What follows belongs to an exercise in optimizing a design on an open flow for small area, a short achievable clock period and few clock cycles; a production flow would make more cautious choices.
Only simulation tests tie the RTL to the original design; equivalence was not proved.
Power and IR drop assume default switching activity.

<file path="flow/flow/run.sh">
#!/bin/bash
# The standard layout (standard.sh, ORFS), with these changes to how it is made:
#  - synthesis maps logic with ABC per module: the datapath modules with the delay-oriented
#    mapper and a per-module delay relaxation (flow/abc_per_module.tcl), the rest with
#    flow/abc_speed.script (area-oriented);
#  - synthesis does not extract full/half adder cells (ADDER_MAP_FILE empty), so ABC sees
#    the adders' logic and its timing;
#  - the clock delay buffers (clkdlybuf4s*) are not used, in addition to the platform's
#    don't-use cells, so that port buffers are not sized into them.
# Flip-flops are mapped exactly as in the standard synthesis. Each tool's log is in
# orfs/logs/; make's own output is in make_flow.log.
set -euo pipefail
here=$(pwd)
MARGIN=11.5
PER_MODULE="rf_port=50 agu_add=0 br_eq=0 stage_e=50 stage_f=50"
DONT_USE="$(grep -A40 'DONT_USE_CELLS +=' "$FLOW_HOME/platforms/sky130hd/config.mk" | grep -o 'sky130_fd_sc_hd__[a-z0-9_]*' | tr '\n' ' ')"
for c in 15_1 15_2 18_1 18_2 25_1 25_2 50_1 50_2; do DONT_USE="$DONT_USE sky130_fd_sc_hd__clkdlybuf4s$c"; done
rm -rf scripts_local
cp -r "$FLOW_HOME/scripts" scripts_local
cp flow/abc_speed.script scripts_local/abc_speed.script
sed -i "s#^  log_cmd abc {\*}\$abc_args\$#  source $here/flow/abc_per_module.tcl#" scripts_local/synth.tcl
grep -q "abc_per_module.tcl" scripts_local/synth.tcl
sed -E "s#SETUP_SLACK_MARGIN=[^ ]+#SETUP_SLACK_MARGIN=$MARGIN ADDER_MAP_FILE= SCRIPTS_DIR=$here/scripts_local 'ABC_PER_MODULE=$PER_MODULE' 'DONT_USE_CELLS=$DONT_USE'#" standard.sh > standard_own.sh
grep -q "SETUP_SLACK_MARGIN=$MARGIN" standard_own.sh
bash standard_own.sh > make_flow.log 2>&1
</file>
<file path="flow/flow/abc_per_module.tcl">
# Replaces synth.tcl's single "abc" call. The modules named in ABC_PER_MODULE
# (module=relaxation ...) are mapped first, each with ABC's delay-oriented
# mapper &nf and its own delay relaxation (-R, in percent; 0 maps for the
# shortest delay); then the rest with the default script (abc_speed.script,
# area-oriented). Flip-flops are already mapped at this point, so the
# registers are those of the standard synthesis.
if { [env_var_exists_and_non_empty ABC_PER_MODULE] } {
  foreach item $::env(ABC_PER_MODULE) {
    lassign [split $item =] mod target
    set scr $::env(OBJECTS_DIR)/abc_$mod.script
    set f [open $scr w]
    puts $f "&get -n\n&st\n&dch\n&nf -R $target\n&put\nbuffer -c\ntopo\nstime -c\nupsize -c\ndnsize -c"
    close $f
    log_cmd abc {*}[lreplace $abc_args 1 1 $scr] $mod
  }
}
log_cmd abc {*}$abc_args
</file>
<file path="flow/flow/abc_speed.script">
&get -n
&st
&dch
&nf -R 1000
&put
buffer -c
topo
stime -c
upsize -c
dnsize -c
</file>
<file path="flow/standard.sh">
#!/bin/bash
# synth_recipe.tcl (not shown) runs the flow's synth.tcl, then flattens the netlist and writes it again
# the make line also repeats each setting of config.mk as NAME=value (left out here)
make -C /OpenROAD-flow-scripts/flow DESIGN_CONFIG=/design/flow/config.mk WORK_HOME=/design/flow/orfs CLKGATE_MAP_FILE= SYNTH_SCRIPT=/design/flow/synth_recipe.tcl "${@:-finish}"
</file>
<file path="flow/config.mk">
export PLATFORM = sky130hd
export DESIGN_NAME = RISCV
export DESIGN_NICKNAME = RISCV
export VERILOG_FILES = /design/flow/design.v
export SDC_FILE = /design/flow/constraint.sdc
export NUM_CORES = 8
export LEC_CHECK = 0
export CAP_MARGIN = 35
export CORE_MARGIN = 2
export CORE_UTILIZATION = 40
export CTS_BUF_LIST = sky130_fd_sc_hd__clkbuf_8
export CTS_CLUSTER_DIAMETER = 50
export CTS_CLUSTER_SIZE = 16
export SETUP_SLACK_MARGIN = 5
export SLEW_MARGIN = 35
export SYNTH_HIERARCHICAL = 1
export TNS_END_PERCENT = 20
</file>
<file path="flow/constraint.sdc">
create_clock -name core_clock -period 17.0 [get_ports {clk}]
set_input_delay 3.4000 -clock core_clock [delete_from_list [all_inputs] [get_ports {clk}]]
set_output_delay 3.4000 -clock core_clock [all_outputs]
set_load 0.01 [all_outputs]
</file>
<file path="flow/design.v">
module RISCV(clk,
            rst_n,
            mem_wen_D,
            mem_addr_D,
            mem_wdata_D,
            mem_rdata_D,
            mem_addr_I,
            mem_rdata_I
    );
    input             clk, rst_n ;
    output            mem_wen_D  ;
    output     [29:0] mem_addr_D ;
    output     [63:0] mem_wdata_D;
    input      [63:0] mem_rdata_D;
    output     [29:0] mem_addr_I ;
    input      [31:0] mem_rdata_I;
    integer k;
    reg [63:0] e_a;         
    reg [63:0] e_b;         
    reg [11:2]  e_alo;
    reg [31:12] e_ahi_inc, e_ahi_dec;    
    reg         e_asel_inc, e_asel_dec;
    reg [31:2] e_n1, e_n0;  
    reg [32:2] e_pc4;       
    reg [1:0]  e_eqh;       
    reg        e_jalr;
    reg [4:0]  e_rd;
    reg        e_we;        
    reg        e_ld, e_sd, e_link;
    reg [8:0]  e_op;        
    reg  [63:0]   rf [1:31];
    reg  [1983:0] rf_flat;
    always @(*)
        for (k = 1; k < 32; k = k + 1)
            rf_flat[64*(k-1) +: 64] = rf[k];
    wire [63:0] wb;
    wire [29:0] npc;
    wire [31:12] ahi = e_asel_inc ? e_ahi_inc : e_asel_dec ? e_ahi_dec : e_a[31:12];
    wire [29:0] e_agu = {ahi, e_alo};
    stage_e se (
        .e_a(e_a), .e_b(e_b), .e_agu(e_agu), .e_n1(e_n1), .e_n0(e_n0), .e_pc4(e_pc4),
        .e_eqh(e_eqh), .e_jalr(e_jalr), .e_ld(e_ld), .e_link(e_link), .e_op(e_op),
        .mem_rdata_D(mem_rdata_D), .wb(wb), .npc(npc));
    assign mem_addr_I  = npc;
    assign mem_wen_D   = e_sd;
    assign mem_addr_D  = e_agu;
    assign mem_wdata_D = {e_b[7:0],   e_b[15:8],  e_b[23:16], e_b[31:24],
                          e_b[39:32], e_b[47:40], e_b[55:48], e_b[63:56]};
    always @(posedge clk) begin
        for (k = 1; k < 32; k = k + 1)
            if (!rst_n || (e_we && e_rd == k))
                rf[k] <= rst_n ? wb : 64'd0;
    end
    wire [63:0] f_a, f_b;
    wire [29:0] f_n1, f_n0;
    wire [1:0]  f_eqh;
    wire [11:2]  f_alo;
    wire [31:12] f_ahi_inc, f_ahi_dec;
    wire         f_asel_inc, f_asel_dec;
    wire [30:0] f_pc4;
    wire        f_jalr, f_we, f_ld, f_sd, f_link, f_stall;
    wire [4:0]  f_rd;
    wire [8:0]  f_op;
    stage_f sf (
        .mem_rdata_I(mem_rdata_I), .rf_flat(rf_flat), .wb(wb), .e_rd(e_rd), .e_we(e_we),
        .npc(npc),
        .f_a(f_a), .f_b(f_b), .f_alo(f_alo), .f_ahi_inc(f_ahi_inc),
        .f_ahi_dec(f_ahi_dec), .f_asel_inc(f_asel_inc), .f_asel_dec(f_asel_dec), .f_n1(f_n1), .f_n0(f_n0), .f_pc4(f_pc4),
        .f_eqh(f_eqh), .f_jalr(f_jalr), .f_rd(f_rd), .f_we(f_we), .f_ld(f_ld),
        .f_sd(f_sd), .f_link(f_link), .f_op(f_op), .f_stall(f_stall));
    always @(posedge clk) begin
        if (!rst_n || f_stall) begin
            e_pc4   <= rst_n ? {1'b0, npc} : 31'd0;
            e_n1    <= rst_n ? npc : 30'd0;
            e_n0    <= rst_n ? npc : 30'd0;
            e_jalr  <= 1'b0;
            e_we    <= 1'b0;
            e_sd    <= 1'b0;
        end else begin
            e_pc4   <= f_pc4;
            e_n1    <= f_n1;
            e_n0    <= f_n0;
            e_jalr  <= f_jalr;
            e_we    <= f_we;
            e_sd    <= f_sd;
        end
        e_alo      <= f_alo;
        e_ahi_inc  <= f_ahi_inc;
        e_ahi_dec  <= f_ahi_dec;
        e_asel_inc <= f_asel_inc;
        e_asel_dec <= f_asel_dec;
        e_a    <= f_a;
        e_eqh  <= f_eqh;
        e_b    <= f_b;
        e_rd   <= f_rd;
        e_ld   <= f_ld;
        e_link <= f_link;
        e_op   <= f_op;
    end
endmodule
module stage_e(e_a, e_b, e_agu, e_n1, e_n0, e_pc4, e_eqh, e_jalr, e_ld, e_link, e_op,
               mem_rdata_D, wb, npc);
    input  [63:0] e_a, e_b;
    input  [29:0] e_agu, e_n1, e_n0;
    input  [1:0]  e_eqh;
    input  [30:0] e_pc4;
    input         e_jalr, e_ld, e_link;
    input  [8:0]  e_op;
    input  [63:0] mem_rdata_D;
    output [63:0] wb;
    output [29:0] npc;
    wire [63:0] ld_data = {mem_rdata_D[7:0],   mem_rdata_D[15:8],  mem_rdata_D[23:16], mem_rdata_D[31:24],
                           mem_rdata_D[39:32], mem_rdata_D[47:40], mem_rdata_D[55:48], mem_rdata_D[63:56]};
    wire        sub   = e_op[1] | e_op[3];
    wire [63:0] sum   = e_a + (sub ? ~e_b : e_b) + {63'd0, sub};
    wire        lt    = (e_a[63] ^ e_b[63]) ? e_a[63] : sum[63];
    wire [5:0]  sh    = e_b[5:0];
    reg  [63:0] a_rev, sl;
    integer k;
    always @(*) for (k = 0; k < 64; k = k + 1) a_rev[k] = e_a[63-k];
    wire [63:0] sin   = e_op[2] ? a_rev : e_a;
    wire [63:0] sr    = $signed({e_op[6] & e_a[63], sin}) >>> sh;
    always @(*) for (k = 0; k < 64; k = k + 1) sl[k] = sr[63-k];
    reg  [63:0] alu;
    always @(*) begin
        alu = 64'd0;
        if (e_op[0] | e_op[1])  alu = alu | sum;
        if (e_op[3])                  alu = alu | {63'd0, lt};
        if (e_op[4])                  alu = alu | (e_a ^ e_b);
        if (e_op[7])                   alu = alu | (e_a | e_b);
        if (e_op[8])                  alu = alu | (e_a & e_b);
        if (e_op[2])                  alu = alu | sl;
        if (e_op[5] | e_op[6])  alu = alu | sr;
        if (e_link)                         alu = alu | {31'd0, e_pc4, 2'b00};
    end
    assign wb  = e_ld ? ld_data : alu;
    wire [29:0] nx1 = e_jalr ? e_agu : e_n1;
    wire [29:0] nx0 = e_jalr ? e_agu : e_n0;
    assign npc = (&e_eqh) ? nx1 : nx0;
endmodule
module stage_f(mem_rdata_I, rf_flat, wb, e_rd, e_we, npc,
               f_a, f_b, f_eqh, f_alo, f_ahi_inc, f_ahi_dec, f_asel_inc, f_asel_dec, f_n1, f_n0, f_pc4, f_jalr, f_rd, f_we, f_ld,
               f_sd, f_link, f_op, f_stall);
    input  [31:0]   mem_rdata_I;
    input  [1983:0] rf_flat;
    input  [63:0]   wb;
    input  [4:0]    e_rd;
    input           e_we;
    input  [29:0]   npc;
    output [63:0]   f_a, f_b;
    output [29:0]   f_n1, f_n0;
    output [1:0]    f_eqh;
    output [11:2]   f_alo;
    output [31:12]  f_ahi_inc, f_ahi_dec;
    output          f_asel_inc, f_asel_dec;
    output [30:0]   f_pc4;
    output          f_jalr, f_we, f_ld, f_sd, f_link, f_stall;
    output [4:0]    f_rd;
    output [8:0]    f_op;
    integer k;
    wire [31:0] ins = {mem_rdata_I[7:0], mem_rdata_I[15:8], mem_rdata_I[23:16], mem_rdata_I[31:24]};
    wire [4:0]  op  = ins[6:2];
    wire [2:0]  f3  = ins[14:12];
    wire [4:0]  rs1 = ins[19:15];
    wire [4:0]  rs2 = ins[24:20];
    wire [4:0]  rd  = ins[11:7];
    wire d_r    = op == 5'b01100;
    wire d_i    = op == 5'b00100;
    wire d_ld   = op == 5'b00000;
    wire d_sd   = op == 5'b01000;
    wire d_br   = op == 5'b11000;
    wire d_jal  = op == 5'b11011;
    wire d_jalr = op == 5'b11001;
    wire [63:0] q1, q2;
    rf_read u_rd (.rf_flat(rf_flat), .rs1(rs1), .rs2(rs2), .q1(q1), .q2(q2));
    wire [63:0] r1 = (e_we && e_rd == rs1) ? wb : q1;
    wire [63:0] r2 = (e_we && e_rd == rs2) ? wb : q2;
    wire [31:0] imm_i = {{20{ins[31]}}, ins[31:20]};
    wire [31:0] imm_s = {{20{ins[31]}}, ins[31:25], ins[11:7]};
    wire [31:0] imm_b = {{20{ins[31]}}, ins[7], ins[30:25], ins[11:8], 1'b0};
    wire [31:0] imm_j = {{12{ins[31]}}, ins[19:12], ins[20], ins[30:21], 1'b0};
    agu_add u_agu (.a(q1[31:0]), .imm(d_sd ? imm_s[11:0] : imm_i[11:0]),
                   .lo(f_alo), .hi_inc(f_ahi_inc), .hi_dec(f_ahi_dec),
                   .sel_inc(f_asel_inc), .sel_dec(f_asel_dec));
    wire [31:0] btgt = {npc, 2'b00} + (d_br ? imm_b : imm_j);
    assign f_stall = e_we & (e_rd == rs1) & (d_ld | d_sd | d_jalr);
    wire   t1 = d_jal | (d_br & !f3[0]);
    wire   t0 = d_jal | (d_br & f3[0]);
    assign f_n1    = t1 ? btgt[31:2] : f_pc4[29:0];
    assign f_n0    = t0 ? btgt[31:2] : f_pc4[29:0];
    assign f_pc4   = {1'b0, npc} + 31'd1;
    br_eq u_eq (.q1(q1), .q2(q2), .wb(wb), .fwd1(e_we && e_rd == rs1), .fwd2(e_we && e_rd == rs2), .eqh(f_eqh));
    assign f_jalr  = d_jalr;
    assign f_we    = (d_r | d_i | d_ld | d_jal | d_jalr) & (rd != 5'd0);
    assign f_sd    = d_sd;
    assign f_a     = r1;
    assign f_b     = d_i ? {{32{imm_i[31]}}, imm_i} : r2;
    assign f_rd    = rd;
    assign f_ld    = d_ld;
    assign f_link  = d_jal | d_jalr;
    assign f_op[0] = (d_r & f3 == 3'b000 & !ins[30]) | (d_i & f3 == 3'b000);
    assign f_op[1] = d_r & f3 == 3'b000 & ins[30];
    assign f_op[2] = (d_r | d_i) & f3 == 3'b001;
    assign f_op[3] = (d_r | d_i) & f3 == 3'b010;
    assign f_op[4] = (d_r | d_i) & f3 == 3'b100;
    assign f_op[5] = (d_r | d_i) & f3 == 3'b101 & !ins[30];
    assign f_op[6] = (d_r | d_i) & f3 == 3'b101 & ins[30];
    assign f_op[7]  = (d_r | d_i) & f3 == 3'b110;
    assign f_op[8] = (d_r | d_i) & f3 == 3'b111;
endmodule
module rf_read(rf_flat, rs1, rs2, q1, q2);
    input  [1983:0] rf_flat;
    input  [4:0]    rs1, rs2;
    output [63:0]   q1, q2;
    rf_port p1 (.rf_flat(rf_flat), .rs(rs1), .q(q1));
    rf_port p2 (.rf_flat(rf_flat), .rs(rs2), .q(q2));
endmodule
module rf_port(rf_flat, rs, q);
    input  [1983:0] rf_flat;
    input  [4:0]    rs;
    output reg [63:0] q;
    wire [2047:0] r = {rf_flat, 64'd0};      
    reg  [511:0]  l1;
    integer g;
    always @(*) begin
        for (g = 0; g < 8; g = g + 1)
            case (rs[1:0])
                2'd0:    l1[64*g +: 64] = r[256*g       +: 64];
                2'd1:    l1[64*g +: 64] = r[256*g +  64 +: 64];
                2'd2:    l1[64*g +: 64] = r[256*g + 128 +: 64];
                default: l1[64*g +: 64] = r[256*g + 192 +: 64];
            endcase
        q = 64'd0;
        for (g = 0; g < 8; g = g + 1)
            q = q | (l1[64*g +: 64] & {64{rs[4:2] == g}});
    end
endmodule
module agu_add(a, imm, lo, hi_inc, hi_dec, sel_inc, sel_dec);
    input  [31:0]  a;
    input  [11:0]  imm;
    output [11:2]  lo;
    output [31:12] hi_inc, hi_dec;
    output         sel_inc, sel_dec;
    wire [12:0] sum = {1'b0, a[11:0]} + {1'b0, imm};
    assign lo      = sum[11:2];
    assign hi_inc  = a[31:12] + 20'd1;
    assign hi_dec  = a[31:12] - 20'd1;
    assign sel_inc = sum[12] & !imm[11];
    assign sel_dec = !sum[12] & imm[11];
endmodule
module br_eq(q1, q2, wb, fwd1, fwd2, eqh);
    input  [63:0] q1, q2, wb;
    input         fwd1, fwd2;
    output [1:0]  eqh;
    wire [63:0] r1 = fwd1 ? wb : q1;
    wire [63:0] r2 = fwd2 ? wb : q2;
    assign eqh[0] = r1[31:0]  == r2[31:0];
    assign eqh[1] = r1[63:32] == r2[63:32];
endmodule
</file>
==> run notes, run 1 <==
- Pwr Total: 0.0132 W
- Final TNS setup: 0 ns
- DRC: 0
- Ranking of synthesized cells by area: edfxtp_1 (53%), a222oi_1 (8.0%), a21oi_1 (6.3%)
- Vias in the first global route: 92900
- Top cell by count, worst path: buf_2
- Fin util: 0.460
- Endpoints failing setup: 0
- Via count: 102000
- Mean post-synth cell area: 10.9 um2
- GRT Total Usage: 0.342
- Worst endpoint required time: 17.94 ns
- Post-Syn Nets: 10500
- Worst-path fanout max: 16
- Hold path endpoint: e_a[61]
- DRT Wirelength: 526000 um
- Class of the most critical setup path: in2reg
- Total congestion overflow: 0
- Max-slew violation count: 0
- Share of cells above drive strength 1: 0.146
- R2R setup slack: 11.07 ns
- CTS max path bufs: 4
- Final hold viol count: 0
- Routed Antenna Nets: 0
- Unrepaired setup endpoints after global routing: yes
- Final min period: roughly 6.0 ns
- Post-layout net count: around 11000
- 1st-iter DRT viols: 22900
- Final setup margin: ~11 ns
- Reg2Reg Depth: 20
- Die W: 536 um
- Hold Crit Start: rf[2][61]
- Warning count from the yosys run: 10
- Pre-CTS setup slack: ~7.8 ns
- Crit. End Element: flip-flop
- #FFs+latches synth: 2276
- Die Area: 287000 um2
- Row Count: 195
- Status: timing/DRC/antenna clean
- Async SR Flop Fraction: 0
- CTS Hold Bufs: 0
- Tightest Pin Transition: 1.05 ns
- Post-DP Area: 118000 um2
- Mapped cell area: 113000 um2
- Commonest non-fill, non-tap cell in the layout: edfxtp_1
- Synth unique cells: 107
- Fin crit share: 0.351
- Final Skew: 0.130 ns
- Root Driver: clkbuf_8
- Peak VDD IR: 0.0792 mV
- Post-DR vias/cell: ~7.0
- Rel. slew slack: 0.292
- Top Family by Delay on Critical Path: simple AND/OR/NAND/NOR gates
- Cell count after synthesis: 10400
- Worst-path cell chain: buf_2, buf_2, nand3_4, buf_2, buf_6, a21oi_1, nor4_1, nand2_2, mux2i_1, xor2_2, nor4_2, nand4_1, nor2_1
- First-pass GRT wire length: slightly above 700000 um
- CP max stage cell: nor4_1
- Reg2reg start: e_op[3]
- Max-cap violations: 0
- Buf/Inv on CP: 4
- Clock latency (worst-skew pair): 1.10 ns
- Crit path launch type: input port
- RR Endpoint: e_eqh[1]
- Initial Utilization: 0.402
- Post-synth top area share: 0.526
- Worst hold stages: 6
- Router iterations before antenna repair: 22
- Area Overhead vs Synth: 14.5%
- Dpl hpwl: around 310000 um
- CTS buffer count: 216
- Leakage: roughly 44 nW
- Clock transition at path regs: 0.09 ns
- F_max: 0.168 GHz
- Power Density: 102 nW/um2
- Worst min-delay path class: reg2reg
- CTS H-tree lvls: 4
- Largest net degree at the start of global routing: a little under 100
- Ports: 223
- Avg WL per Cell: about 36 um
- RePlAce Congestion: 1.06
- Num Clock Sinks: between 2000 and 2500
- I/O Buffers: 220
- Slowest cell delay on critical path: 0.46 ns
- Commonest non-fill, non-tap cells in the layout: edfxtp_1 (1984), nand2_1 (1708), a21oi_1 (1382), a222oi_1 (902), o21ai_0 (460)
- Yosys top cell by area: edfxtp_1
- Worst Path Arrival: 6.90 ns
- CTS tree: built
- Chip Height: 536 um
- Proportion of synthesized chip area in sequential cells: 0.578
- Final Instance Area: 130000 um2
- Dominant synthesized flop cell: edfxtp_1
- CORE AREA: 282000 um2
- Initial antenna violation count: 30
- Post-synth EDFFs: a little under 2000
-- per-module statistics from Yosys, one instance, submodules excluded, excerpt --
module   flops+latches  times used  cell area [um2]
RISCV             2276           1            67600
stage_e              0           1            13600
rf_port              0           2            11800
stage_f              0           1             5150
br_eq                0           1             2150
agu_add              0           1             1200
-- layer usage --
layer / GRT usage / up-vias / part of all wire
met4: 0.198 / 31 / 0.071
met5: 0 / - / 0.00055
met2: 0.513 / 9143 / 0.43
met1: 0.436 / 49700 / 0.34
met3: 0.108 / 1860 / 0.16
li1: - / 41200 / -
-- layout make-up --
type                            instances  area, um2
Fill cell                           25800     152000
Sequential cell                      2276      65600
Multi-Input combinational cell       7150      46700
Timing Repair Buffer                  908       7780
Tap cell                             3743       4680
Clock buffer                          224       3080
Clock inverter                        147       1490
Inverter                               98        410
Antenna cell                           27       67.6
-- repair_timing --
| action | in CTS | in global routing |
|---|---|---|
| gates resized for setup | 751 | 342 |
| cloned | 37 | 31 |
| pin swaps | 103 | 151 |
| setup endpoints to repair | 2364 | 1773 |
| setup buffers | 174 | 143 |
-- per-stage QoR --
step / hold slack [ns] / cells
2_1_floorplan: 0.657 / 10400
3_3_place_gp: 0.798 / 13800
3_5_place_dp: 0.793 / 13800
4_1_cts: 0.825 / 14400
5_1_grt: 0.903 / 14500
6_report: 0.838 / 14600
-- where the power goes --
group          internal (W)  leakage (nW)  switching [W]
logic              0.000834          18.3        0.00197
clock network       0.00156          2.43        0.00212
registers           0.00639          22.9       0.000326
-- state kept, by name, summed over array words and instances (netlist names), 2 cells and up --
name and cells:
e_ahi_dec 20, e_ahi_inc 20, e_alo 10, rf 1984, e_a 64, e_b 64, e_op 9, e_rd 5
e_pc4 31, e_eqh 2, e_n1 30, e_n0 30
-- tightest hold or removal path, stage by stage, from the launching register on --
cell and delay (ns):
edfxtp_1 0.35, nand2_1 0.06, a21oi_1 0.13, nor4_1 0.06, nand2_1 0.09, nand2_1 0.06, nand2_1 0.07
-- how the worst max path moves through the flow --
| stage | cells after the start | endpoint | slack [ns] | from |
|---|---|---|---|---|
| global route | 20 | e_eqh[1] | 10.99 | e_op[3] |
| finish | 13 | e_eqh[1] | 11.04 | mem_rdata_I[14] |
| CTS | 15 | e_eqh[0] | 11.07 | mem_rdata_I[13] |
| global placement | 14 | e_eqh[0] | 7.20 | mem_rdata_I[13] |
| floorplan | 3 | rf[16][0] | 10.79 | rst_n |
| detailed placement | 14 | e_eqh[0] | 7.76 | mem_rdata_I[8] |
-- cell usage after synthesis (9+ instances only) --
| cell | number |
|---|---|
| a211oi_1 | 35 |
| clkbuf_1 | 578 |
| buf_4 | 14 |
| and2_1 | 89 |
| nor3_1 | 36 |
| a21o_1 | 50 |
| inv_1 | 95 |
| o211ai_1 | 18 |
| buf_6 | 61 |
| nor2_1 | 438 |
| or2_2 | 10 |
| and3_1 | 10 |
| a22oi_1 | 130 |
| a31oi_1 | 43 |
| or3_1 | 43 |
| a21oi_1 | 1420 |
| nand3_1 | 135 |
| mux2_2 | 61 |
| a221oi_1 | 33 |
| nand2b_1 | 11 |
| buf_1 | 96 |
| xnor2_1 | 171 |
| o2111ai_1 | 11 |
| xnor3_1 | 15 |
| xor2_1 | 161 |
| nand3b_1 | 9 |
| edfxtp_1 | 1984 |
| buf_2 | 129 |
| o21ai_0 | 565 |
| a22o_1 | 90 |
| mux2i_1 | 263 |
| o221ai_1 | 13 |
| o21a_1 | 31 |
| nand4_1 | 25 |
| nand2_1 | 1795 |
| o21ai_1 | 19 |
| a222oi_1 | 902 |
| o22ai_1 | 11 |
| nor2b_1 | 29 |
| dfxtp_1 | 292 |
| nor4_1 | 289 |
| a21boi_0 | 18 |
| o31ai_1 | 18 |
-- kinds of logic after synthesis --
family / synth area share
AOI/OAI and AO/OA: 0.208
and+or+nand+nor: 0.114
DFF: 0.578
buffers and inverters: 0.0392
xor gates and xnor gates: 0.0298
muxes: 0.0309
adders and majority gates: 0.000265
Testbench counts, summed over its fixed seeds: cycles 140,026.
==> inputs of run 2 (changes only) <==
--- a/flow/config.mk
+++ b/flow/config.mk
@@ -15,3 +15,3 @@
 export SLEW_MARGIN = 35
 export SYNTH_HIERARCHICAL = 1
-export TNS_END_PERCENT = 20
+export TNS_END_PERCENT = 5
==> run 2 against run 1 <==
Utilization is 0.48 points lower. Still clean. Combinational power is 2% lower. Synthesized cell count stayed put. Critical path depth is 2 lower. Wire length is 0.88% lower. Non-clock buffer count is 95 lower. Clock power hardly changed.
==> run notes, run 2 <==
- Status: timing/DRC/antenna clean
- Worst endpoint required time: 17.94 ns (about the same)
- Cell count after synthesis: 10400 (unchanged)
- Post-synth top area share: 0.526 (unchanged)
- CORE AREA: 282000 um2 (unchanged)
- Root Driver: clkbuf_8
- Chip Height: 536 um (unchanged)
- Post-layout net count: 10700 (-0.90%)
- Unrepaired setup endpoints after global routing: yes
- Metal3 WL: 80700 um (-3.9%)
- Warning count from the yosys run: 10 (unchanged)
- Vias in the first global route: 92600 (-0.32%)
- Final min period: 6.00 ns (+0.0381 ns)
- Max-slew violation count: 0 (unchanged)
- Router iterations before antenna repair: 17 (-23%)
- Power Density: 102 nW/um2 (+0.59%)
- Endpoints failing setup: 0 (unchanged)
- I/O Buffers: 220 (unchanged)
- DRC: 0 (unchanged)
- Max-cap violations: 0 (unchanged)
- Dominant synthesized flop cell: edfxtp_1
- CTS tree: built
- Share of cells above drive strength 1: 0.135 (-0.0109)
- Routed wl met2: 225000 um (-0.17%)
- GRT Total Usage: 0.342 (about the same)
- Crit. End Element: flip-flop
- Mean post-synth cell area: 10.9 um2 (unchanged)
- DR top layer: met5
- Yosys top cell by area: edfxtp_1
- Ports: 223 (unchanged)
- Post-Syn Nets: 10500 (unchanged)
- Max FFs per register: 1984 (unchanged)
- Synth unique cells: 107 (unchanged)
- Clock latency (worst-skew pair): 1.11 ns (about the same)
- Synth top cells by count: edfxtp_1 (1984), nand2_1 (1795), a21oi_1 (1420)
- Largest net degree at the start of global routing: 99 (unchanged)
- Num Clock Sinks: 2276 (unchanged)
- Crit path launch type: input port
- Ranking of synthesized cells by area: edfxtp_1 (53%), a222oi_1 (8.0%), a21oi_1 (6.3%)
- Final Skew: 0.126 ns (-0.00476 ns)
- Largest regs: rf: 1984 flops, e_a: 64 flops, e_b: 64 flops
- Worst Path Arrival: 6.94 ns (+0.04 ns)
- Mapped cell area: 113000 um2 (unchanged)
- Dpl hpwl: 307000 um (unchanged)
- CTS Hold Bufs: 0 (unchanged)
- Tightest Pin Transition: 1.22 ns (+0.172 ns)
- Row Count: 195 (unchanged)
- Routed Antenna Nets: 0 (unchanged)
- Area Overhead vs Synth: 13.3%
- Clock transition at path regs: 0.08 ns (about the same)
- CTS max path bufs: 4 (unchanged)
- Biggest register: rf
- 1st-iter DRT viols: 22100 (-3.2%)
- Commonest non-fill, non-tap cell in the layout: edfxtp_1
- First-pass GRT wire length: 706000 um (-0.11%)
- CTS buffer count: 216 (unchanged)
- Fin crit share: 0.353 (+0.00224)
- Avg WL per Cell: 36.0 um (-0.13%)
- Worst min-delay path class: reg2reg
- Initial Utilization: 0.402 (unchanged)
- Minimum hold slack: 0.836 ns (-0.00263 ns)
- F_max: 0.167 GHz (-0.64%)
- Post-DR vias/cell: 6.99 (about the same)
- Commonest non-fill, non-tap cells in the layout: edfxtp_1 (1984), nand2_1 (1715), a21oi_1 (1394), a222oi_1 (902), o21ai_0 (468)
- Via count: 101000 (-0.78%)
- Post-synth EDFFs: 1984 (unchanged)
- Die Area: 287000 um2 (unchanged)
- Top-count cell post-synth: edfxtp_1
- Total congestion overflow: 0 (unchanged)
- Leakage: 43.0 nW (-1.3%)
- RePlAce Congestion: 1.06 (unchanged)
- Proportion of synthesized chip area in sequential cells: 0.578 (unchanged)
- Final TNS setup: 0 ns (unchanged)
- Wire length on met1: 180000 um (+0.59%)
- Initial antenna violation count: 29 (-3.3%)
- #FFs+latches synth: 2276 (unchanged)
- Peak VDD IR: 0.0780 mV (-1.5%)
- Worst-path fanout max: 14 (-2)
- CTS H-tree lvls: 4 (unchanged)
- DRT Wirelength: 521000 um (-0.88%)
- Class of the most critical setup path: in2reg
- Rel. slew slack: 0.185 (-0.107)
- Async SR Flop Fraction: 0 (unchanged)
- Die W: 536 um (unchanged)
- Final hold viol count: 0 (unchanged)
run 2: Yosys stat by module (local to each module, per instance), excerpt:
| module | copies in the design | cell area, um2 | cells |
|---|---|---|---|
| rf_port | 2 | 11800 | 2014 |
| agu_add | 1 | 1200 | 181 |
| stage_f | 1 | 5150 | 1003 |
| stage_e | 1 | 13600 | 2361 |
| br_eq | 1 | 2150 | 228 |
| RISCV | 1 | 67600 | 2589 |
run 2: layer usage:
| metal | vias to the layer above | global-route usage |
|---|---|---|
| met3 | 1698 | 0.106 |
| li1 | 40900 | - |
| met2 | 8919 | 0.514 |
| met4 | 24 | 0.193 |
| met1 | 49500 | 0.437 |
| met5 | - | 0 |
run 2: critical path, cell delays in order:
cell	delay, ns
buf_2	0.50
or3_4	0.42
buf_1	0.74
a21oi_1	0.10
nor4_1	0.33
nand2_1	0.22
mux2i_1	0.29
xor2_2	0.13
nor4_4	0.37
nand4_1	0.25
nor2_1	0.15
run 2: through the flow:
stage	cells	area [um2]	utilization	worst slack [ns]	total power (W)
after global placement	13800	117000	0.415	7.20	0.00911
after detailed placement	13800	118000	0.417	7.76	0.00915
after CTS	14400	126000	0.448	11.07	0.0129
final	14500	128000	0.455	11.00	0.0131
after global routing	14500	128000	0.455	11.05	0.0134
after floorplan	10400	113000	-	10.79	0.00806
run 2: path summary, 6_finish.rpt:
check / slack (ns) / start / endpoint / cells past startpoint
hold reg to reg: 0.84 / e_n0[4] / e_n0[4] / 3
hold / removal: 0.84 / e_n0[4] / e_n0[4] / 3
setup reg to reg: 11.14 / e_op[3] / e_eqh[1] / 20
setup / recovery: 11.00 / mem_rdata_I[15] / e_eqh[1] / 11
run 2: power by group:
group | switching, W | internal (W) | leakage [nW] | total [W]
Sequential | 0.000322 | 0.00639 | 22.9 | 0.00671
Clock | 0.00212 | 0.00156 | 2.43 | 0.00368
Combinational | 0.00195 | 0.000800 | 17.7 | 0.00275
Total | 0.00439 | 0.00875 | 43.0 | 0.0131
run 2: layout make-up:
class	count	area [um2]
multi-input combinational	7148	46300
fill	25900	154000
timing repair buffer	813	6820
sequential	2276	65600
antenna	14	35.0
clock buffer	224	3080
tap	3743	4680
clock inverter	147	1490
inverter	98	410
run 2: kinds of logic after synthesis:
group	Yosys count	synth area share
XOR/XNOR	354	0.0298
AO/OA/AOI/OAI	3473	0.208
flip-flops	2276	0.578
multiplexers	332	0.0309
adder cells (fa/ha/maj)	3	0.000265
AND/OR/NAND/NOR	2967	0.114
buffers and inverters	985	0.0392
run 2: repair_timing:
action | in CTS | in global routing
setup endpoints to repair | 2364 | 1895
pin swaps | 94 | 65
resized for setup | 697 | 229
cloned | 37 | 15
buffers inserted | 155 | 81
==> inputs of run 3 (changes only) <==
--- a/flow/design.v
+++ b/flow/design.v
@@ -113,6 +113,6 @@
                            mem_rdata_D[39:32], mem_rdata_D[47:40], mem_rdata_D[55:48], mem_rdata_D[63:56]};
     wire        sub   = e_op[1] | e_op[3];
-    wire [63:0] sum   = e_a + (sub ? ~e_b : e_b) + {63'd0, sub};
-    wire        lt    = (e_a[63] ^ e_b[63]) ? e_a[63] : sum[63];
+    wire [63:0] sum   = e_a + e_b + {63'd0, sub};
+    wire        lt    = (e_a[63] == e_b[63]) ? e_a[63] : sum[63];
     wire [5:0]  sh    = e_b[5:0];
     reg  [63:0] a_rev, sl;
@@ -195,5 +195,5 @@
     assign f_sd    = d_sd;
     assign f_a     = r1;
-    assign f_b     = d_i ? {{32{imm_i[31]}}, imm_i} : r2;
+    assign f_b     = (d_i ? {{32{imm_i[31]}}, imm_i} : r2) ^ {64{f_op[1] | f_op[3]}};
     assign f_rd    = rd;
     assign f_ld    = d_ld;
@@ -219,20 +219,25 @@
     input  [1983:0] rf_flat;
     input  [4:0]    rs;
-    output reg [63:0] q;
-    wire [2047:0] r = {rf_flat, 64'd0};      
-    reg  [511:0]  l1;
-    integer g;
-    always @(*) begin
-        for (g = 0; g < 8; g = g + 1)
-            case (rs[1:0])
-                2'd0:    l1[64*g +: 64] = r[256*g       +: 64];
-                2'd1:    l1[64*g +: 64] = r[256*g +  64 +: 64];
-                2'd2:    l1[64*g +: 64] = r[256*g + 128 +: 64];
-                default: l1[64*g +: 64] = r[256*g + 192 +: 64];
-            endcase
-        q = 64'd0;
-        for (g = 0; g < 8; g = g + 1)
-            q = q | (l1[64*g +: 64] & {64{rs[4:2] == g}});
-    end
+    output [63:0]   q;
+    reg [31:1] sel;
+    integer k;
+    always @(*)
+        for (k = 1; k < 32; k = k + 1)
+            sel[k] = rs == k;
+    genvar b, g;
+    generate for (b = 0; b < 64; b = b + 1) begin : bit_
+        wire [9:0] n;
+        for (g = 0; g < 10; g = g + 1) begin : g3
+            aoi222 u (.a(rf_flat[64*(3*g)   + b]), .b(sel[3*g+1]),
+                      .c(rf_flat[64*(3*g+1) + b]), .d(sel[3*g+2]),
+                      .e(rf_flat[64*(3*g+2) + b]), .f(sel[3*g+3]), .y(n[g]));
+        end
+        assign q[b] = ~&n[3:0] | ~&n[7:4] | ~&n[9:8] | (rf_flat[64*30 + b] & sel[31]);
+    end endgenerate
+endmodule
+module aoi222(a, b, c, d, e, f, y);
+    input  a, b, c, d, e, f;
+    output y;
+    assign y = ~((a & b) | (c & d) | (e & f));
 endmodule
 module agu_add(a, imm, lo, hi_inc, hi_dec, sel_inc, sel_dec);
==> run 3 against run 2 <==
Clock power grew 1%. Synthesized cell count shrank 23%. Cell area shrank 2.7%. Critical endpoint is now e_ahi_dec[30]. Largest power group unchanged. Highest routed layer unchanged.
==> run notes, run 3 <==
- Synth Area in Simple Gates: 0.0841 (-0.0299)
- Status: timing/DRC/antenna clean
- Rel. slew slack: 0.281 (+0.0960)
- Proportion of synthesized chip area in sequential cells: 0.619 (+0.0412)
- Worst-path cell chain: buf_6, buf_12, nand2b_4, buf_4, nor2_4, buf_6, a222oi_1, nand4_1, a2111o_1, buf_6, nor4_4, and3_4, nand3_4, buf_1, nor3_2, xor2_1
- Synth top cells by count: edfxtp_1 (1984), a222oi_1 (1282), nand2_1 (795)
- Busiest grt layer: met2
- Dominant synthesized flop cell: edfxtp_1
- Total congestion overflow: 0 (unchanged)
- 1st-iter DRT viols: 26100 (+18%)
- Commonest non-fill, non-tap cell in the layout: edfxtp_1
- Initial Utilization: 0.403 (+0.00114)
- Unrepaired setup endpoints after global routing: yes
- Max-slew violation count: 0 (unchanged)
- Leakage: 43.4 nW (+0.79%)
- Final setup margin: 10.83 ns (-0.167 ns)
- Via count: 95900 (-5.1%)
- Slowest cell delay on critical path: 0.56 ns (-0.18 ns)
- FF/Latch Area: 65500 um2 (about the same)
- RePlAce Congestion: 1.01 (-4.7%)
- Final min period: 6.17 ns (+0.167 ns)
- Post-DR vias/cell: 7.51 (+7.5%)
- Die Area: 268000 um2 (-6.6%)
- Commonest non-fill, non-tap cells in the layout: edfxtp_1 (1984), a222oi_1 (1282), nand2_1 (780), buf_1 (446), nor2_1 (411)
- Row Count: 188 (-3.6%)
- Net switching power: 0.00433 W (-1.5%)
- Class of the most critical setup path: in2reg
- Pre-CTS setup slack: 8.38 ns (+0.618 ns)
- Power Density: 104 nW/um2 (+1.9%)
- Fraction of synthesized area in multiplexers: 0.0356 (+0.00475)
- CTS H-tree lvls: 4 (unchanged)
- Top cell by count, worst path: buf_6
- Share of cells above drive strength 1: 0.183 (+0.0483)
- Mapped cell area: 106000 um2 (-6.7%)
- Synth unique cells: 115 (+7.5%)
- Post-Synth XOR/XNOR Area: 0.0324 (+0.00269)
- Post-synth top area share: 0.564 (+0.0375)
- Area of the multi-input gates: 41300 um2 (-11%)
- CP max stage cell: a2111o_1
- Largest regs: rf: 1984 flops, e_a: 64 flops, e_b: 64 flops
- First-pass GRT wire length: 724000 um (+2.6%)
- Ports: 223 (unchanged)
- DRT Wirelength: 551000 um (+5.7%)
- Worst min-delay path class: reg2reg
- CTS buffer count: 213 (-1.4%)
- Post-Syn Nets: 8116 (-23%)
- Max FFs per register: 1984 (unchanged)
- Flop pwr share: 0.517 (+0.006)
- Crit. End Element: flip-flop
- Top Family by Delay on Critical Path: simple AND/OR/NAND/NOR gates
- Warning count from the yosys run: 10 (unchanged)
- Clock transition at path regs: 0.09 ns (about the same)
- Finished Layout Cells: 12800 (-12%)
- Max-cap violations: 0 (unchanged)
- P_int: 0.00871 W (-0.49%)
- F_max: 0.162 GHz (-2.7%)
- CTS tree: built
- Routing usage on met2: 0.558 (+0.0443)
- Final hold viol count: 0 (unchanged)
- Clock latency (worst-skew pair): 1.17 ns (+0.06 ns)
- Ranking of synthesized cells by area: edfxtp_1 (56%), a222oi_1 (12%), dfxtp_1 (5.5%)
- Complex-gate fraction of the synthesized area: 0.210 (+0.00181)
- Root Driver: clkbuf_8
- #FFs+latches synth: 2276 (unchanged)
- Post-synth EDFFs: 1984 (unchanged)
- Combinational power share: 0.196 (-0.013)
- Grt met3 use: 0.158 (+0.0519)
- Async SR Flop Fraction: 0 (unchanged)
- Top-count cell post-synth: edfxtp_1
- Routed Antenna Nets: 0 (unchanged)
- Chip Height: 518 um (-3.4%)
- Buf/Inv on CP: 6 (+4)
- CORE AREA: 263000 um2 (-6.9%)
- Adder-cell area share of the yosys netlist: 0.000201 (-0.0000639)
- Endpoints failing setup: 0 (unchanged)
- Cell count after synthesis: 8018 (-23%)
- Final Skew: 0.115 ns (-0.0105 ns)
- M1 GR Usage: 0.452 (+0.0156)
- Pwr Total: 0.0130 W (-0.84%)
- Num Clock Sinks: 2276 (unchanged)
- Placed insts: 11800 (-15%)
- Router iterations before antenna repair: 15 (-2)
- Fill count: 23100 (-11%)
- Die W: 518 um (-3.4%)
- Mean post-synth cell area: 13.2 um2 (+21%)
- Peak VDD IR: 0.111 mV (+43%)
- Net Sw Frac: 0.332 (-0.00234)
- Fin crit share: 0.363 (+0.00984)
- Clk pwr share: 0.287 (+0.007)
- Yosys top cell by area: edfxtp_1
- I/O Buffers: 220 (unchanged)
- Worst Path Arrival: 7.16 ns (+0.22 ns)
- Main combinational cell family by area after synthesis: compound AO/OA/AOI/OAI gates
- Crit path launch type: input port
- Tightest Pin Transition: 1.08 ns (-0.144 ns)
- Avg WL per Cell: 43.2 um (+20%)
- Biggest register: rf
- DRC: 0 (unchanged)
- Post-layout net count: 9149 (-14%)
- Dpl hpwl: 326000 um (+6.3%)
- Vias in the first global route: 88400 (-4.6%)
- Final TNS setup: 0 ns (unchanged)
- Area Overhead vs Synth: 18.2%
- CTS max path bufs: 3 (-1)
- GRT Total Usage: 0.387 (+0.0452)
- Worst endpoint required time: 17.99 ns (+0.05 ns)
- Worst-path fanout max: 35 (+21)
- Largest net degree at the start of global routing: 85 (-14%)
- Initial antenna violation count: 44 (+52%)
==> run 3: path summary, 6_finish.rpt <==
check | endpoint | slack, ns | cells past startpoint | from
min reg2reg | e_a[57] | 0.72 | 3 | rf[31][57]
max | e_ahi_dec[30] | 10.83 | 16 | mem_rdata_I[9]
min | e_a[57] | 0.72 | 3 | rf[31][57]
max reg2reg | e_eqh[1] | 10.97 | 17 | e_a[26]
==> run 3: worst min-delay path: stages, from the launching register on <==
cell,delay (ns)
edfxtp_1,0.37
a2111o_1,0.20
nand2_1,0.07
nand2_1,0.06
==> run 3: what timing repair did <==
item	CTS	global route
pin swaps	165	125
resized for setup	665	292
hold buffers	0	0
endpoints found under the hold margin	0	0
gates cloned	48	11
setup endpoints to repair	1767	888
setup buffers	394	136
==> run 3: per-module statistics from Yosys, one instance, submodules excluded, a selection <==
module   times used  flops+latches
RISCV             1           2276
stage_e           1              0
stage_f           1              0
br_eq             1              0
rf_port           2              0
agu_add           1              0
aoi222         1280              0
==> run 3: kinds of logic after synthesis <==
kind of cell             Yosys count
multiplexers                     359
AO/OA/AOI/OAI                   2719
adder cells (fa/ha/maj)            2
AND/OR/NAND/NOR                 1905
buffers and inverters            376
XOR/XNOR                         381
flip-flops                      2276
==> run 3: cell type report <==
type / instances / share of cell area
flip-flops and latches: 2276 / 0.524
multi-input cells: 5396 / 0.330
repair buffers: 1110 / 0.0697
well taps: 3515 / 0.0352
clock buffers: 219 / 0.0241
clock inverters: 155 / 0.0138
inverters: 54 / 0.00193
diodes: 39 / 0.000781
==> run 3: metrics by stage <==
stage          utilization  cell area (um2)  hold slack (ns)
2_1_floorplan            -           106000            0.576
3_3_place_gp         0.427           112000            0.636
3_5_place_dp         0.429           112000            0.650
4_1_cts              0.468           123000            0.685
5_1_grt              0.476           125000            0.727
6_report             0.476           125000            0.716
==> run 3: power groups by stage <==
stage / logic [W] / registers (W) / clock network [W]
after floorplan: 0.00126 / 0.00672 / 0
after global placement: 0.00213 / 0.00684 / 0
after detailed placement: 0.00215 / 0.00685 / 0
after CTS: 0.00235 / 0.00672 / 0.00371
after global routing: 0.00261 / 0.00676 / 0.00390
final: 0.00256 / 0.00674 / 0.00373
==> run 3: metal layers <==
metal	part of all wire	vias to the layer above
li1	-	36700
met3	0.17	2697
met4	0.10	28
met2	0.41	9681
met5	0.0014	-
met1	0.32	46800
Testbench counts of run 3, summed over its fixed seeds: cycles 140,026.
==> inputs of run 4 (changes only) <==
--- a/flow/flow/run.sh
+++ b/flow/flow/run.sh
@@ -12,5 +12,5 @@
 set -euo pipefail
 here=$(pwd)
-MARGIN=11.5
+MARGIN=11
 PER_MODULE="rf_port=50 agu_add=0 br_eq=0 stage_e=50 stage_f=50"
 DONT_USE="$(grep -A40 'DONT_USE_CELLS +=' "$FLOW_HOME/platforms/sky130hd/config.mk" | grep -o 'sky130_fd_sc_hd__[a-z0-9_]*' | tr '\n' ' ')"
==> run 4 against run 3 <==
Sequential share of layout area increased by 1.6 points. Power is essentially flat. Area after synthesis is the same. Clock-buffer cell count grew 6. Non-clock buffer count is 312 lower. Via count is 2.1% lower. Wire length decreased by 3.1%. Clock skew fell by 0.031 ns. Combinational power is 5% lower. Final cell count decreased by 2.5%. Die area is the same. Fmax decreased by 2.8%. Critical path type unchanged. Largest power group unchanged.
==> run notes, run 4 <==
- Async SR Flop Fraction: 0 (unchanged)
- Synth top cells by count: edfxtp_1 (1984), a222oi_1 (1282), nand2_1 (795)
- 1st-iter DRT viols: 25600 (-1.9%)
- Class of the most critical setup path: in2reg
- Commonest non-fill, non-tap cell in the layout: edfxtp_1
- Cell count after synthesis: 8018 (unchanged)
- Post-synth top area share: 0.564 (unchanged)
- Chip Height: 518 um (unchanged)
- Row Count: 188 (unchanged)
- Leakage: 41.9 nW (-3.5%)
- F_max: 0.158 GHz (-2.8%)
- Warning count from the yosys run: 10 (unchanged)
- CTS buffer count: 219 (+2.8%)
- Rel. slew slack: 0.280 (-0.00105)
- Die W: 518 um (unchanged)
- Total congestion overflow: 0 (unchanged)
- Dominant synthesized flop cell: edfxtp_1
- Placed insts: 11800 (-0.043%)
- Area of the multi-input gates: 40400 um2 (-2.1%)
- #FFs+latches synth: 2276 (unchanged)
- DRC: 0 (unchanged)
- Routed Antenna Nets: 0 (unchanged)
- Max FFs per register: 1984 (unchanged)
- Vias in the first global route: 86500 (-2.1%)
- Worst Path Arrival: 7.38 ns (+0.22 ns)
- Final TNS setup: 0 ns (unchanged)
- Top-count cell post-synth: edfxtp_1
- Num Clock Sinks: 2276 (unchanged)
- Pwr Total: 0.0130 W (about the same)
- Share of cells above drive strength 1: 0.156 (-0.0269)
- Biggest register: rf
- Initial Utilization: 0.403 (unchanged)
- Mean post-synth cell area: 13.2 um2 (unchanged)
- Ports: 223 (unchanged)
- Worst endpoint required time: 18.03 ns (+0.04 ns)
- CTS max path bufs: 3 (unchanged)
- Via count: 93900 (-2.1%)
- Area Overhead vs Synth: 14.7%
- Post-layout net count: 8834 (-3.4%)
- Commonest non-fill, non-tap cells in the layout: edfxtp_1 (1984), a222oi_1 (1282), nand2_1 (783), nor2_1 (417), o21ai_0 (369)
- Fin crit share: 0.373 (+0.0104)
- Clock latency (worst-skew pair): 1.14 ns (-0.03 ns)
- Clock transition at path regs: 0.09 ns (about the same)
- RePlAce Congestion: 1.01 (-0.86%)
- Initial antenna violation count: 33 (-25%)
- Status: timing/DRC/antenna clean
- Crit. End Element: flip-flop
- Final min period: 6.34 ns (+0.177 ns)
- Final Skew: 0.0843 ns (-0.0307 ns)
- FF/Latch Area: 65500 um2 (about the same)
- Dpl hpwl: 325000 um (-0.33%)
- Post-synth EDFFs: 1984 (unchanged)
- Crit path launch type: input port
- CTS tree: built
- Die Area: 268000 um2 (unchanged)
- Ranking of synthesized cells by area: edfxtp_1 (56%), a222oi_1 (12%), dfxtp_1 (5.5%)
- Largest net degree at the start of global routing: 95 (+12%)
- GRT Total Usage: 0.375 (-0.0126)
- Peak VDD IR: 0.102 mV (-8.7%)
- Root Driver: clkbuf_8
- Max-slew violation count: 0 (unchanged)
- Router iterations before antenna repair: 19 (+4)
- Tightest Pin Transition: 1.08 ns (-0.00249 ns)
- Max-cap violations: 0 (unchanged)
- CORE AREA: 263000 um2 (unchanged)
- Synth unique cells: 115 (unchanged)
- DRT Wirelength: 534000 um (-3.1%)
- Mapped cell area: 106000 um2 (unchanged)
- Worst min-delay path class: reg2reg
- Yosys top cell by area: edfxtp_1
- Endpoints failing setup: 0 (unchanged)
- Final hold viol count: 0 (unchanged)
- Worst-path fanout max: 33 (-5.7%)
- Fill count: 23600 (+2.3%)
- First-pass GRT wire length: 702000 um (-3.0%)
- Proportion of synthesized chip area in sequential cells: 0.619 (unchanged)
- Post-Syn Nets: 8116 (unchanged)
- Unrepaired setup endpoints after global routing: yes
- Post-DR vias/cell: 7.54 (+0.38%)
- I/O Buffers: 220 (unchanged)
- Minimum hold slack: 0.695 ns (-0.0208 ns)
- Power Density: 107 nW/um2 (+3.0%)
- Largest regs: rf: 1984 flops, e_a: 64 flops, e_b: 64 flops
- Avg WL per Cell: 42.9 um (-0.66%)
- Finished Layout Cells: 12500 (-2.5%)
- CTS H-tree lvls: 4 (unchanged)
[run 4: final cells by class]
cell class	count	area share
multi-input cells	5386	0.333
clock buffers	225	0.0255
diodes	27	0.000557
repair buffers	798	0.0468
repair inverters	1	0.0000722
inverters	54	0.00194
flip-flops and latches	2276	0.540
clock inverters	169	0.0157
well taps	3515	0.0363
[run 4: through the flow]
step | instance area, um2 | setup slack [ns] | util
2_1_floorplan | 106000 | 10.20 | -
3_3_place_gp | 112000 | 7.69 | 0.427
3_5_place_dp | 112000 | 7.59 | 0.429
4_1_cts | 120000 | 10.73 | 0.456
5_1_grt | 121000 | 10.84 | 0.462
6_report | 121000 | 10.66 | 0.462
[run 4: per-layer routing]
metal | GRT usage | part of all wire
met2 | 0.545 | 0.42
met4 | 0.275 | 0.093
met5 | 0.0153 | 0.0020
met3 | 0.159 | 0.17
met1 | 0.441 | 0.32
[run 4: kinds of logic after synthesis]
kind of cell               after synthesis  synth area share
AOI/OAI and AO/OA                     2719             0.210
xor gates and xnor gates               381            0.0324
adders and majority gates                2          0.000201
buffers and inverters                  376            0.0187
DFF                                   2276             0.619
muxes                                  359            0.0356
and+or+nand+nor                       1905            0.0841
[run 4: worst paths after layout]
check / slack [ns] / from / depth (start not counted) / to
max: 10.66 / mem_rdata_I[15] / 13 / e_eqh[1]
max reg2reg: 10.86 / e_op[2] / 15 / e_eqh[1]
min: 0.69 / rf[31][48] / 3 / e_a[48]
min reg2reg: 0.69 / rf[31][48] / 3 / e_a[48]
[run 4: timing repair]
item	CTS	global route
resized for setup	375	215
hold buffers	0	0
setup buffers	150	91
pin swaps	80	110
endpoints found under the setup margin	1104	133
cloned	20	8
[run 4: power breakdown]
part / switching (W) / internal, W / leakage, nW
clock: 0.00221 / 0.00166 / 2.56
sequential: 0.000343 / 0.00640 / 22.9
combinational: 0.00175 / 0.000683 / 16.4
[run 4: critical path: stages]
cell and delay (ns):
buf_1 0.15, buf_12 0.21, nand2b_4 0.13, nor3_4 0.62
buf_6 0.51, a222oi_1 0.25, nand4_1 0.21, a2111o_1 0.28
mux2i_1 0.14, xor2_1 0.20, nor4_2 0.38, nand4_1 0.53
nor2_1 0.24
[run 4: Yosys stat by module, one instance, submodules excluded, excerpt]
module,copies in the design,cells
stage_e,1,2005
agu_add,1,181
aoi222,1280,1
RISCV,1,2589
rf_port,2,327
br_eq,1,228
stage_f,1,1081

separate check: timing with driven ports:
Ports are ideal in the flow. The routed layouts listed here were re-timed in OpenROAD. Step 1, drivers: a clkbuf_16 drives clk and a buf_2 each remaining input, both assumed. Step 2 adds t to the input delays and takes it off the output delays; t is the mean of the earliest and latest rising clock arrival at the registers after step 1. Input paths then give back, and output paths get back, about the clock's delay inside the block. a / b / c = ideal / step 1 / step 2; a / b = the first two.
run | t (ns) | slack for setup (ns) | latest minus earliest clock arrival (ns) | worst slew at a driven data input, ns
run 1 | 1.135 | 11.038 / 10.974 / 9.916 | 0.148 / 0.148 | 0.21
run 2 | 1.159 | 11.000 / 10.983 / 9.824 | 0.144 / 0.144 | 0.11
run 3 | 1.196 | 10.833 / 10.690 / 9.493 | 0.119 / 0.119 | 0.34
run 4 | 1.203 | 10.656 / 10.738 / 9.535 | 0.095 / 0.094 | 0.11
After both steps every run listed still meets setup and hold. For run 3, which loses most, drivers alone change the setup slack by -0.143 ns; drivers and shift together by -1.340 ns.
